What follows belongs to an exercise in optimizing a design on an open flow for small area and a short achievable clock period; a production flow would make more cautious choices. Function was checked by simulation only, so behaviour that the tests miss may differ from the original. No activity file was given, so power comes from the tool's default toggle rates.

==> flow/design.v (outline; a module is shown in full before it is edited, if it fits) <==
// module Decoder: 17 lines
// module ARITHMETIC_UNIT: 1458 lines
// module lOGIC_UNIT: 32 lines
// module CMP_UNIT: 30 lines
// module SHIFT_UNIT: 32 lines
// module ALU_TOP: 21 lines
module ALU_TOP #(parameter width = 16)
(
    input wire [width-1:0] A, B,
    input wire [3:0] ALU_FUN,
    input wire CLK, RST,
    output wire [(width*2)-1:0] Arith_OUT,
    output wire [width-1:0] Logic_OUT, CMP_OUT,
    output wire [width:0] SHIFT_OUT,
    output wire Carry_OUT, Arith_Flag, Logic_Flag, CMP_Flag, SHIFT_Flag
);
  // ...
==> flow/run.sh <==
#!/bin/bash
# synth_recipe.tcl (not shown) runs the flow's synth.tcl, then flattens the netlist and writes it again
# the make line also repeats each setting of config.mk as NAME=value (left out here)
make -C /OpenROAD-flow-scripts/flow DESIGN_CONFIG=/design/flow/config.mk WORK_HOME=/design/flow/orfs CLKGATE_MAP_FILE= SYNTH_SCRIPT=/design/flow/synth_recipe.tcl finish
==> flow/config.mk <==
export PLATFORM = sky130hd
export DESIGN_NAME = ALU_TOP
export DESIGN_NICKNAME = ALU_TOP
export VERILOG_FILES = /design/flow/design.v
export SDC_FILE = /design/flow/constraint.sdc
export NUM_CORES = 4
export LEC_CHECK = 0
export ABC_AREA = 1
export ABC_CLOCK_PERIOD_IN_PS = 90000
export CAP_MARGIN = 20
export CORE_MARGIN = 2
export CORE_UTILIZATION = 65
export PLACE_DENSITY = 0.8
export SLEW_MARGIN = 20
==> flow/constraint.sdc <==
create_clock -name core_clock -period 90.0 [get_ports {CLK}]
set_input_delay 18.0000 -clock core_clock [delete_from_list [all_inputs] [get_ports {CLK}]]
set_output_delay 18.0000 -clock core_clock [all_outputs]
set_load 0.01 [all_outputs]
==> results_dict.tcl, run 1 <==
set metrics [dict create \
    max_slew.worst_pin.slew_ps 908 \
    drt_wl_total_um 50700 \
    dp_slack_ps 37980 \
    signal_buffers 142 \
    grt_pass1_vias 15132 \
    met3_usage_pct 6.21 \
    worstSetupPathType "input port to register" \
    clock_area_share_pct 1.76 \
    hpwlAfterDp_um 38400 \
    nets 2462 \
    pg_clk_uw 38.8 \
    p_total_uw 430 \
    synth_top_area_cell "fa_1" \
    firstDrtPassIters 6 \
    crit_family "simple AND/OR/NAND/NOR gates" \
    grt_most_used_layer "met2" \
    cp-startpoint "B[15]" \
    post-route-period-util_pct 57.9 \
    multi_input_area_share_pct 72.6 \
    run_status "finished clean" \
    antenna_found_initial 0 \
    grt_max_degree 72 \
    comb_power_uw 354 \
    mostFrequentLayoutCell "nand2_1" \
    fin_area_mm2 0.0177 \
    synth_seq_cells 71 \
    setup_viol 0 \
    p_switching_uw 225 \
    core_area_mm2 0.0244 \
    synth-xor-area-share_pct 13.3 \
    antenna_cells 0 \
    num-multi-input-gates 1603 \
    synth_common_cells "nand2_1, inv_1, xor2_1" \
    top_power_group "combinational cells" \
    met2_length_um 22300 \
    critPathLaunchType "input port" \
    finalHoldViolCount 0 \
    holdCritPathClass "input port to async pin" \
    postCtsHoldBufs 0 \
    sequentialPowerShare_pct 8.8 \
    tritoncts "done" \
    postSynthAreaPerCell_um2 7.85 \
    powerDensity_mw_per_mm2 24.3 \
    wl_met1_um 19800 \
    synth_seq_area_share_pct 11.0 \
]
==> inputs of run 2 (changes only) <==
--- a/flow/config.mk
+++ b/flow/config.mk
@@ -10,5 +10,4 @@
 export CAP_MARGIN = 20
 export CORE_MARGIN = 2
-export CORE_UTILIZATION = 65
-export PLACE_DENSITY = 0.8
+export CORE_UTILIZATION = 40
 export SLEW_MARGIN = 20
==> results_dict.tcl, run 2 <==
set metrics [dict create \
    grt_pass1_vias 15002 \
    synth_top_area_cell "fa_1" \
    cap_viol_max_count 0 \
    grt_pass1_wl_um 84500 \
    critPathSlowestCell "clkdlybuf4s50_1" \
    holdCritPathClass "input port to async pin" \
    largest-register "ARITHMETIC_UNIT.Arith_OUT" \
    crit_required_ps 90200 \
    drive_gt1_share_pct 6.69 \
    run_status "finished clean" \
    cts_buffers 9 \
    global_route.overflow_total 0 \
    post_cts_buffers 0 \
    finalHoldViolCount 0 \
    p_total_uw 437 \
    antenna_cells 0 \
    cts_buffer_depth 2 \
    syn_inst 2060 \
    cp-startpoint "A[7]" \
    fin_area_mm2 0.0180 \
    critPathMaxStageDelay_ps 830 \
    rsz0062_at_grt "no" \
    synth_edf_count 0 \
    mostFrequentLayoutCell "nand2_1" \
    start_util_pct 40.6 \
    path_common_cell "nand2_1" \
    areaGrowthSynthToFinish_pct 11.3 \
    ctsRootBufferMaster "clkbuf_16" \
    synth.most_common_cell "nand2_1" \
    synth_cell_types 63 \
    antenna_found_initial 0 \
    track_usage_pct 26.1 \
    reg_top3 "ARITHMETIC_UNIT.Arith_OUT x32, SHIFT_UNIT.SHIFT_OUT x17, lOGIC_UNIT.Logic_OUT x16" \
    htree_levels 3 \
    yosys_warnings 5 \
    ant_nets 0 \
    die_w_um 205 \
    synth_ff_type "dfrtp_1" \
    setup_tns_ps 0 \
    nets 2462 \
    core_area_mm2 0.0398 \
    max_slew.worst_pin.slew_ps 1120 \
    vias 14765 \
    largest_reg_flops 32 \
    period_needed_ps 52680 \
    whs_ps 17770 \
    fmax_mhz 19.0 \
    async_reset_ff_share_pct 100 \
    final_util_pct 45.2 \
    leakage_uw 0.00859 \
    slew_violations 0 \
    syn_area_mm2 0.0162 \
    clk_pin_slew_ps 70 \
    worstSetupPathType "input port to register" \
    drt_iter0_drc 1171 \
    synth_common_cells "nand2_1, inv_1, xor2_1" \
    core.rowCount 73 \
    drt_wl_total_um 53500 \
    critPathLaunchType "input port" \
    viasPerCell 5.61 \
    relSlewSlack_pct 25.2 \
    remaining_drc_errors 0 \
    place_area_mm2 0.0177 \
    fillers 4030 \
    synth_seq_area_share_pct 11.0 \
    synth_top_cell_area_share_pct 21.7 \
    port_buffers 109 \
    design.die.area_mm2 0.0421 \
    setup_viol 0 \
    gp_congestion 0.889 \
    vdd_drop_max_mv 0.0355 \
    hpwlAfterDp_um 40800 \
    ios 124 \
    postSynthAreaPerCell_um2 7.85 \
    setup.worst_path.end_class "register" \
    post-route-period-util_pct 58.5 \
    cts_sinks 71 \
    cts_resized 0 \
    firstDrtPassIters 6 \
    ys_top_cells_by_area "fa_1, ha_1, dfrtp_1, xor2_1, nand2_1" \
    critPathArrivalTime_ps 52890 \
    fp.dieH_um 205 \
    path_max_fanout 23 \
    postCtsHoldBufs 0 \
    grt_max_degree 72 \
    powerDensity_mw_per_mm2 24.3 \
    drt-wirelength-per-cell_um 20.3 \
    tritoncts "done" \
    synth_seq_cells 71 \
    layout_common_cells "nand2_1, inv_1, xor2_1" \
]
## run 2: layout make-up
cell class	count	area, um^2	area share [%]
multi-input combinational	1603	12900	71.5
sequential	71	1780	9.86
timing repair buffer	142	1330	7.39
inverter	277	1040	5.77
tap	525	657	3.65
clock buffer	10	239	1.33
clock inverter	6	92.6	0.514
## run 2: metrics by stage
step	setup WS [ps]	instances
after CTS	37630	2634
after global placement	38630	2618
final	37320	2634
after detailed placement	37310	2618
after global routing	33790	2634
after floorplan	42450	2073
## run 2: worst max-delay path: cells and delay by family
family | cells | cell delay, ps
simple gates | 69 | 10020
compound gates | 53 | 9570
fa+ha+maj | 22 | 8530
buf+inv | 23 | 5050
xor+xnor | 10 | 1560
## run 2: cells by family after synthesis
group,after synthesis,share of synthesized area [%]
fa+ha+maj,320,32.9
simple gates,509,14.0
buf+inv,399,9.98
compound gates,520,18.7
flops,71,11.0
mux,2,0.124
other cells,1,0.0232
xor+xnor,238,13.3
## run 2: path summary, 6_finish.rpt
path | slack (ps) | endpoint
min | 17770 | SHIFT_UNIT.SHIFT_OUT[9]$_DFF_PN0_
min in group core_clock | 18310 | CMP_UNIT.CMP_Flag$_DFF_PN0_
max | 37320 | ARITHMETIC_UNIT.Arith_OUT[20]$_DFF_PN0_
max in group asynchronous | 71600 | ARITHMETIC_UNIT.Arith_OUT[13]$_DFF_PN0_
## run 2: metal layers
| layer | vias up | global-route usage (%) | routed length (um) |
|---|---|---|---|
| met1 | 7227 | 33.6 | 22100 |
| li1 | 6863 | - | - |
| met5 | - | 0 | 0 |
| met4 | 0 | 12.2 | 2410 |
| met3 | 127 | 3.15 | 3220 |
| met2 | 548 | 43.4 | 25700 |
## run 2: where the power goes
group          switching [uW]  internal [uW]  total, uW
clock network            17.1           25.2       42.3
logic                     208            149        358
registers                1.28           36.0       37.3
total                     227            211        437

separate check: timing with driven ports:
Ports are ideal in the flow. The routed layouts listed here were re-timed in OpenROAD.
Step 1 assumes that a clkbuf_16 drives the clock port and a buf_2 every other input.
Step 2 adds t to the input delays and takes it off the output delays; t is the mean of the earliest and latest rising clock arrival at the registers after step 1. Input paths then give back, and output paths get back, about the clock's delay inside the block.
a / b / c = no drivers / after step 1 / after step 2; a / b = the first two.
run	t, ns	setup slack, ns	hold slack, ns	pins driven straight from the clock port
run 1	0.394	37.915 / 37.935 / 37.542	17.771 / 17.751 / 18.145	1
run 2	0.418	37.317 / 37.333 / 36.915	17.774 / 17.753 / 18.171	1
After both steps every run listed still meets setup and hold. The setup slack of run 2, which loses most, moves by +0.016 ns with the drivers and by -0.402 ns with both steps.
